Context: an optimization exercise on an open-source flow, tuned for small area, a short achievable clock period and few clock cycles. The choices shown serve that exercise and are no tape-out recipe. In this exercise RTL edits were held to simulation tests only and were not proved equivalent to the original. Power and IR drop assume default switching activity.

Design mat_trans, start of the top module:
module mat_trans (
    input clk,
    input rstn,
    input in_req,
    input in_vld,
    input out_ack,
    input wire [31:0] in_data,
    output in_ack,
    output reg out_req,
    output reg out_vld,
    output reg [31:0] out_data
);
For scale: ~2200 flip-flops, ~62000 um^2 of cells after synthesis.
==> module mat_trans, before the edit <==
module mat_trans (
    input clk,
    input rstn,
    input in_req,
    input in_vld,
    input out_ack,
    input wire [31:0] in_data,
    output in_ack,
    output reg out_req,
    output reg out_vld,
    output reg [31:0] out_data
);
reg vq;
reg [31:0] dq;
reg in_ack_q;
reg fr_on;           
reg fr_in;           
reg fr_out;          
reg st_full;         
reg mode;
reg [5:0] c;         
reg c0_q, c63_q;     
reg [7:0] sel;       
reg o_on;            
reg [5:0] o_n;       
reg [7:0] osel;      
reg [7:0] lt;        
reg can_q;           
reg fl_q;            
reg [7:0] en_q;      
reg [7:0] hd_q;      
reg [3:0] par_i;
reg [3:0] par_o;
assign in_ack = in_ack_q;
wire in_grant  = in_req & in_ack_q;
wire out_grant = out_req & out_ack;
wire ld      = o_on & fr_on & fr_out & can_q;
wire ld_g    = out_grant & fr_on & fr_out & c0_q & !o_on;
wire step    = (vq & fr_in) | fl_q;
wire fr_last = step & c63_q;
wire open    = (fr_last | !fr_on) & (st_full | in_grant);
wire o_last  = (o_n == 6'd63);
wire [7:0] sel_inc  = (mode | (c[2:0] == 3'd7)) ? {sel[6:0], sel[7]} : sel;
wire [7:0] osel_inc = (mode | (o_n[2:0] == 3'd7)) ? {osel[6:0], osel[7]} : osel;
wire c62 = (c == 6'd62);
wire fr_on_n   = open | (fr_on & !fr_last);
wire fr_in_n   = open ? in_grant : (fr_in | in_grant);
wire fr_out_n  = open ? st_full : (fr_out & !(ld & o_last));
wire st_full_n = open ? in_grant : (st_full | in_grant);
wire mode_n    = mode ^ open;
wire [5:0] c_n = open ? 6'd0 : (step ? c + 6'd1 : c);
wire c0_n      = open | (c0_q & !step);
wire c63_n     = !open & (step ? c62 : c63_q);
wire [7:0] sel_n = open ? 8'd1 : (step ? sel_inc : sel);
wire pend_n    = in_grant | (out_req & !out_grant);
wire o_on_n    = out_grant | (o_on & !(ld & o_last));
wire [5:0] o_n_n = out_grant ? {5'd0, ld_g} : (ld ? o_n + 6'd1 : o_n);
wire [7:0] osel_n = open ? 8'd1 :
                    out_grant ? ((ld_g & mode) ? 8'd2 : 8'd1) :
                    ld ? osel_inc : osel;
wire on_low0_n = out_grant ? !ld_g : (ld ? (o_n[2:0] == 3'd7) : (o_n[2:0] == 3'd0));
wire [7:0] lt_n = (open | out_grant) ? {7'd0, ld_g} :
                  (ld & !step) ? {lt[6:0], 1'b1} :
                  (step & !ld) ? {1'b0, lt[7:1]} : lt;
wire can_n = mode_n ? !lt_n[7] : (!lt_n[0] | on_low0_n);
wire [7:0] lt_f = out_grant ? {7'd0, ld_g} :
                  (ld & !fl_q) ? {lt[6:0], 1'b1} :
                  (fl_q & !ld) ? {1'b0, lt[7:1]} : lt;
wire fl_n = fr_on & !fr_in & !in_grant & !(fl_q & c63_q) &
            (fl_q | (o_on_n & fr_out_n & (mode ? lt_f[7] : lt_f[0])));
always @(posedge clk or negedge rstn) begin
    if (!rstn) begin
        fr_on <= 1'b0; fr_in <= 1'b0; fr_out <= 1'b0; st_full <= 1'b0;
        mode <= 1'b0; c <= 6'd0; c0_q <= 1'b1; c63_q <= 1'b0; sel <= 8'd1;
        out_req <= 1'b0; in_ack_q <= 1'b0;
        o_on <= 1'b0; o_n <= 6'd0; osel <= 8'd1; lt <= 8'd0; can_q <= 1'b0;
        out_vld <= 1'b0; fl_q <= 1'b0; en_q <= 8'd0; hd_q <= 8'hff;
        par_i <= 4'd0; par_o <= 4'd0; vq <= 1'b0;
    end else begin
        fr_on <= fr_on_n; fr_in <= fr_in_n; fr_out <= fr_out_n;
        st_full <= st_full_n; mode <= mode_n; c <= c_n;
        c0_q <= c0_n; c63_q <= c63_n; sel <= sel_n;
        out_req <= pend_n;
        in_ack_q <= !pend_n & (!fr_on_n | (!fr_in_n & c0_n & !fl_n) |
                               (fr_in_n & c63_n & in_vld));
        o_on <= o_on_n; o_n <= o_n_n; osel <= osel_n; lt <= lt_n; can_q <= can_n;
        out_vld <= ld | ld_g;
        fl_q <= fl_n;
        vq <= in_vld;
        en_q <= sel_n & {8{(in_vld & fr_on_n & fr_in_n) | fl_n}};
        hd_q <= ~(sel_n & {8{(in_vld & fr_on_n & fr_in_n) | fl_n}});
        par_i <= ~par_i;
        par_o <= ~par_o;
    end
end
always @(posedge clk) dq <= in_data;
wire [31:0] head [0:7];
genvar k;
generate for (k = 0; k < 8; k = k + 1) begin : g_ch
    spram u_ch (.clk(clk), .en(en_q[k]), .hold(hd_q[k]), .din(dq ^ {{8{par_i[3]}}, {8{par_i[2]}}, {8{par_i[1]}}, {8{par_i[0]}}}), .dout(head[k]));
end endgenerate
reg [31:0] omux;
integer j;
always @(*) begin
    omux = 32'd0;
    for (j = 0; j < 8; j = j + 1) omux = omux | (head[j] & {32{osel[j]}});
end
always @(posedge clk) out_data <= omux ^ {{8{par_o[3]}}, {8{par_o[2]}}, {8{par_o[1]}}, {8{par_o[0]}}};
endmodule
make LEC_CHECK=0 ABC_CLOCK_PERIOD_IN_PS=2000 CAP_MARGIN=5 CORE_MARGIN=2 CORE_UTILIZATION=68 CTS_CLUSTER_DIAMETER=80 CTS_CLUSTER_SIZE=30 PLACE_DENSITY=0.8 SETUP_SLACK_MARGIN=3.8 SLEW_MARGIN=5 finish   # period 6.0 ns
run.sh (not shown) runs the stock make flow with config.mk's settings and CLKGATE_MAP_FILE= SYNTH_SCRIPT=/design/flow/synth_recipe.tcl, a recipe that flattens the netlist after the stock synthesis.
Testbench counts at the start, summed over its fixed seeds: cycles 21,800.
Edit:
--- a/flow/design.v
+++ b/flow/design.v
@@ -68,7 +68,8 @@
 wire c0_n      = open | (c0_q & !step);
 wire c63_n     = !open & (step ? c62 : c63_q);
 wire [7:0] sel_n = open ? 8'd1 : (step ? sel_inc : sel);
-wire pend_n    = in_grant | (out_req & !out_grant);
+wire in_last   = in_vld & fr_in & c63_n;
+wire pend_n    = in_last | (out_req & !out_grant);
 wire o_on_n    = out_grant | (o_on & !(ld & o_last));
 wire [5:0] o_n_n = out_grant ? {5'd0, ld_g} : (ld ? o_n + 6'd1 : o_n);
 wire [7:0] osel_n = open ? 8'd1 :
@@ -97,8 +98,7 @@
         st_full <= st_full_n; mode <= mode_n; c <= c_n;
         c0_q <= c0_n; c63_q <= c63_n; sel <= sel_n;
         out_req <= pend_n;
-        in_ack_q <= !pend_n & (!fr_on_n | (!fr_in_n & c0_n & !fl_n) |
-                               (fr_in_n & c63_n & in_vld));
+        in_ack_q <= !pend_n & (!fr_on_n | (!fr_in_n & c0_n & !fl_n));
         o_on <= o_on_n; o_n <= o_n_n; osel <= osel_n; lt <= lt_n; can_q <= can_n;
         out_vld <= ld | ld_g;
         fl_q <= fl_n;
The changed run went through all stages and came out clean.
Total power goes up by 4.5%.
Cell area hardly moves.
First-iteration DRC count decreases by 0.97%.
Cell count increases by 0.36%.
Clock skew falls by 0.0066 ns.
Hold slack gets better by 0.0047 ns.
Wire length fell by 2.9%.
Clock-buffer cell count fell by 2.
Non-clock buffer count grows by 25.
Global-route usage shrinks by 0.48 points.
Critical path depth stays the same.
Utilization hardly moves.
Via count shrinks by 0.90%.
Area after synthesis stays flat.
Testbench counts after the change, summed over its fixed seeds: cycles 21,960.

## separate check: timing with driven ports
Ports are ideal in the flow. The routed layouts listed here were re-timed in OpenROAD.
Step 1 sets driving cells, clkbuf_16 on the clock port and buf_2 on the other inputs (assumed; they add their load-dependent delay and slew).
Step 2 adds t to the input delays and takes it off the output delays; t is the mean of the earliest and latest rising clock arrival at the registers after step 1. Input paths then give back, and output paths get back, about the clock's delay inside the block.
Slacks: ideal / step 1 / step 2; pairs: ideal / step 1.
| run | t (ns) | setup WS [ns] | latest minus earliest clock arrival (ns) | pins driven straight from the clock port |
|---|---|---|---|---|
| the first run | 0.737 | 3.584 / 3.514 / 3.179 | 0.028 / 0.028 | 1 |
| the second run | 0.732 | 3.577 / 3.507 / 3.175 | 0.025 / 0.025 | 1 |
After both steps every run listed still meets setup and hold. For the first run, which loses most, drivers alone change the setup slack by -0.070 ns; drivers and shift together by -0.405 ns.
